This is an optimization exercise on Yosys and OpenROAD, whose aim is small area, a short achievable clock period and few clock cycles, not a production implementation.
Function was checked by simulation only, so behaviour that the tests miss may differ from the original.
Power and IR drop assume default switching activity.

==> try-delta <==
// adder
module adder(
    input wire [380:0] A,
    input wire [380:0] B,
    input wire clk,
    input wire reset,
    input wire start,
    output wire [380:0] S,
    output wire carry,
    output wire done
);
export LEC_CHECK = 0
export CAP_MARGIN = 20
export CORE_AREA = 5 5 265 265
export DIE_AREA = 0 0 270 270
export SETUP_SLACK_MARGIN = 1.5
export SLEW_MARGIN = 20
create_clock -name core_clock -period 5.0 [get_ports {clk}]
standard.sh (not shown) runs the stock make flow with config.mk's settings and CLKGATE_MAP_FILE= SYNTH_SCRIPT=/design/flow/synth_recipe.tcl, a recipe that flattens the netlist after the stock synthesis.
==> flow/flow/run.sh <==
#!/bin/bash
# Own flow: the standard layout through standard.sh, with three changes:
#  - during synthesis, SYNTH_CANONICALIZE_TCL (flow/map_gates.tcl) turns the
#    RTL's g_* gate modules into the sky130 cells they stand for, so the carry
#    network keeps the structure the RTL gives it; everything else, the
#    registers and their names included, is the standard synthesis;
#  - every input and output port is buffered by a plain buf_1 instead of the
#    delay buffer buffer_ports picks by default;
#  - the pins may also go on met4 (besides met2 and met3), so that the 1148
#    pins fit on the edge of a smaller die.
# make's full output goes to flow_make.log; ORFS keeps each step's log too.
set -euo pipefail
here=$(pwd)
bash standard.sh "SYNTH_CANONICALIZE_TCL=$here/flow/map_gates.tcl" \
  "BUFFER_PORTS_ARGS=-buffer_cell sky130_fd_sc_hd__buf_1" \
  "IO_PLACER_V=met2 met4" finish > flow_make.log 2>&1
==> flow/flow/map_gates.tcl <==
# Turn the g_* gate modules of the RTL into the sky130 cells they stand for.
foreach {g c} {g_inv inv_1 g_nand2 nand2_1 g_nor2 nor2_1 g_nor2b nor2b_1 g_xor2 xor2_1 g_xnor2 xnor2_1 g_a21oi a21oi_1 g_o21ai o21ai_1} {
  chtype -map $g sky130_fd_sc_hd__$c
}
hierarchy -top $::env(DESIGN_NAME)
==> try-violet (differences from try-delta) <==
Settings changed: SETUP_SLACK_MARGIN 1.5 to 1.8.
==> summary.txt <==
|  | try-violet | try-delta |
|---|---|---|
| Status | no timing/DRC/antenna violations | no timing/DRC/antenna violations |
| Proportion of power drawn by the clock network | 0.298 | 0.296 |
| Comb group | 3860 µW | 3600 µW |
| P_clk | 3530 µW | 3370 µW |
| Routed vias | 29,700 | 29,500 |
| Endpoint of the worst setup timing path | sum_q[319]$_DFFE_PP_ | sum_q[295]$_DFFE_PP_ |
| Reg power frac | 0.375 | 0.388 |
| CP Launch Point | A[125] | B[63] |
| Total global routing track utilization | 0.354 | 0.359 |
| Buffers excl. clock | 1,224 | 1,194 |
| # clk buffers | 60 | 56 |
| Overall Power | 11,800 µW | 11,400 µW |
| Area growth, synth to finish | 39.1% | 31.1% |
Testbench counts of try-delta, summed over its fixed seeds: cycles 200.
Testbench counts of try-violet, summed over its fixed seeds: cycles 200.

========
==> ember: inputs <==
adder, a different RTL version from the one above (not shown whole).
// adder
module adder(
    input wire [380:0] A,
    input wire [380:0] B,
    input wire clk,
    input wire reset,
    input wire start,
    output wire [380:0] S,
    output wire carry,
    output wire done
);
Settings: LEC_CHECK=0, ABC_AREA=1, CAP_MARGIN=20, CORE_AREA=10 10 410 410, DIE_AREA=0 0 420 420, SLEW_MARGIN=20; clock period 5.0 ns.
run.sh (not shown) runs the stock make flow with config.mk's settings and CLKGATE_MAP_FILE= SYNTH_SCRIPT=/design/flow/synth_recipe.tcl, a recipe that flattens the netlist after the stock synthesis.
Stock flow here: none of the scripts above is used.
==> garnet (differences from ember) <==
==> flow/flow/run.sh (new file) <==
#!/bin/bash
# Own flow: the standard layout (standard synthesis included), with every
# input and output port buffered by a plain buf_1 instead of the delay buffer
# buffer_ports picks by default. make's full output goes to flow_make.log.
set -euo pipefail
bash standard.sh "BUFFER_PORTS_ARGS=-buffer_cell sky130_fd_sc_hd__buf_1" finish > flow_make.log 2>&1
==> flow/standard.sh (new file) <==
#!/bin/bash
# synth_recipe.tcl (not shown) runs the flow's synth.tcl, then flattens the netlist and writes it again
# the make line also repeats each setting of config.mk as NAME=value (left out here)
make -C /OpenROAD-flow-scripts/flow DESIGN_CONFIG=/design/flow/config.mk WORK_HOME=/design/flow/orfs CLKGATE_MAP_FILE= SYNTH_SCRIPT=/design/flow/synth_recipe.tcl "${@:-finish}"
removed: flow/run.sh
==> summary.txt <==
Against ember, the first-iteration DRC count of garnet is smaller by about 2.7%.
In garnet the worst setup slack is higher than in ember, by 0.30 ns.
Register-to-register slack: garnet is lower than ember (0.02 ns).
Non-clock buffer count: ember is higher than garnet (114).
garnet finished with timing, DRC and antenna clean. ember completed with no timing, DRC or antenna violations.
==> figures <==
	ember	garnet
Outcome	complete, no violations	complete, no violations
Timing startpoint of the critical path	B[75]	B[95]
Sum of internal, switching and leakage power	14,100 uW	13,100 uW
Worst-margin pin slew	0.729 ns	0.934 ns
CP Data Arrival Time	5.06 ns	4.74 ns
Total routing usage reported by global routing	19.3%	19.2%
Final antenna diode count	34	26
Number of placed instances, taps included	6,090	5,976
Worst Setup Slack, final	0.346 ns	0.645 ns
Clock buffers and inverters, area share	4.21%	5.08%
Testbench counts of ember, summed over its fixed seeds: cycles 200.
Testbench counts of garnet, summed over its fixed seeds: cycles 200.

========
==> inputs of job 3719 <==
Another version of the RTL of adder (not shown whole).
Settings: LEC_CHECK=0, CAP_MARGIN=20, CORE_AREA=10 10 410 410, DIE_AREA=0 0 420 420, SLEW_MARGIN=20; clock period 5.0 ns.
Stock flow here: none of the scripts above is used.
==> job 2350 (differences from job 3719) <==
==> flow/flow/run.sh (new file) <==
#!/bin/bash
# Own flow: the standard layout (standard synthesis included), with every
# input and output port buffered by a plain buf_1 instead of the delay buffer
# buffer_ports picks by default. make's full output goes to flow_make.log.
set -euo pipefail
bash standard.sh "BUFFER_PORTS_ARGS=-buffer_cell sky130_fd_sc_hd__buf_1" finish > flow_make.log 2>&1
==> flow/standard.sh (new file) <==
#!/bin/bash
# synth_recipe.tcl (not shown) runs the flow's synth.tcl, then flattens the netlist and writes it again
# the make line also repeats each setting of config.mk as NAME=value (left out here)
make -C /OpenROAD-flow-scripts/flow DESIGN_CONFIG=/design/flow/config.mk WORK_HOME=/design/flow/orfs CLKGATE_MAP_FILE= SYNTH_SCRIPT=/design/flow/synth_recipe.tcl "${@:-finish}"
removed: flow/run.sh
==> flow_metrics.tcl <==
set metrics [dict create \
    wl_um 158000 \
    wl_per_cell_um 24.8 \
    finalCriticalPeriod_ns 4.82 \
    antenna_found_initial 32 \
    worst_slew_pin_slew_ns 0.777 \
    crit_buf_inv 6 \
    place_area_um2 38300 \
    comb-power_mw 4.31 \
    utilization_pct 25.3 \
    clockBufferCount 61 \
    outcome "no timing/DRC/antenna violations" \
]
The numbers above come from job 2350.

==> flow_metrics.tcl <==
set metrics [dict create \
    crit_buf_inv 8 \
    wl_met1_um 60500 \
    wl_um 160000 \
    antenna_found_initial 31 \
    comb-power_mw 5.45 \
    outcome "no timing/DRC/antenna violations" \
    utilization_pct 30.6 \
    clockBufferCount 65 \
    place_area_um2 46300 \
    wl_per_cell_um 24.8 \
]
The numbers above come from job 3719.

Testbench counts of job 3719, summed over its fixed seeds: cycles 200.
Testbench counts of job 2350, summed over its fixed seeds: cycles 200.

-- port drivers added, routing unchanged --
How much do the figures lean on ideal ports? The routed layouts below were timed once more, with nothing changed but the port constraints.
Step 1 assumes that a clkbuf_16 drives the clock port and a buf_2 every other input.
Step 2 also shifts input and output timing later by t, the mid clock arrival at the registers, as if the neighbouring blocks saw the same clock.
Three values: ideal, step 1, step 2; two values: the first two.
run | t, ns | setup slack, ns | worst setup path at the end | latest minus earliest clock arrival (ns) | worst register clock-pin slew, ns
try-delta | 0.637 | 1.510 / 1.497 / 0.860 | input to register | 0.029 / 0.030 | 0.06 / 0.06
try-violet | 0.652 | 1.779 / 1.790 / 1.138 | input to register | 0.020 / 0.020 | 0.06 / 0.06
ember | 0.710 | 0.346 / 0.382 / -0.328 | input to register | 0.038 / 0.038 | 0.07 / 0.07
garnet | 0.722 | 0.645 / 0.663 / -0.059 | input to register | 0.024 / 0.024 | 0.07 / 0.07
job 3719 | 0.698 | 0.102 / 0.115 / -0.583 | input to register | 0.024 / 0.024 | 0.07 / 0.07
job 2350 | 0.707 | 0.181 / 0.232 / -0.475 | input to register | 0.038 / 0.038 | 0.07 / 0.07
Met with ideal ports but missed after step 2: setup timing in ember, garnet, job 3719 and job 2350. For garnet, which loses most, drivers alone change the setup slack by +0.018 ns; drivers and shift together by -0.704 ns.
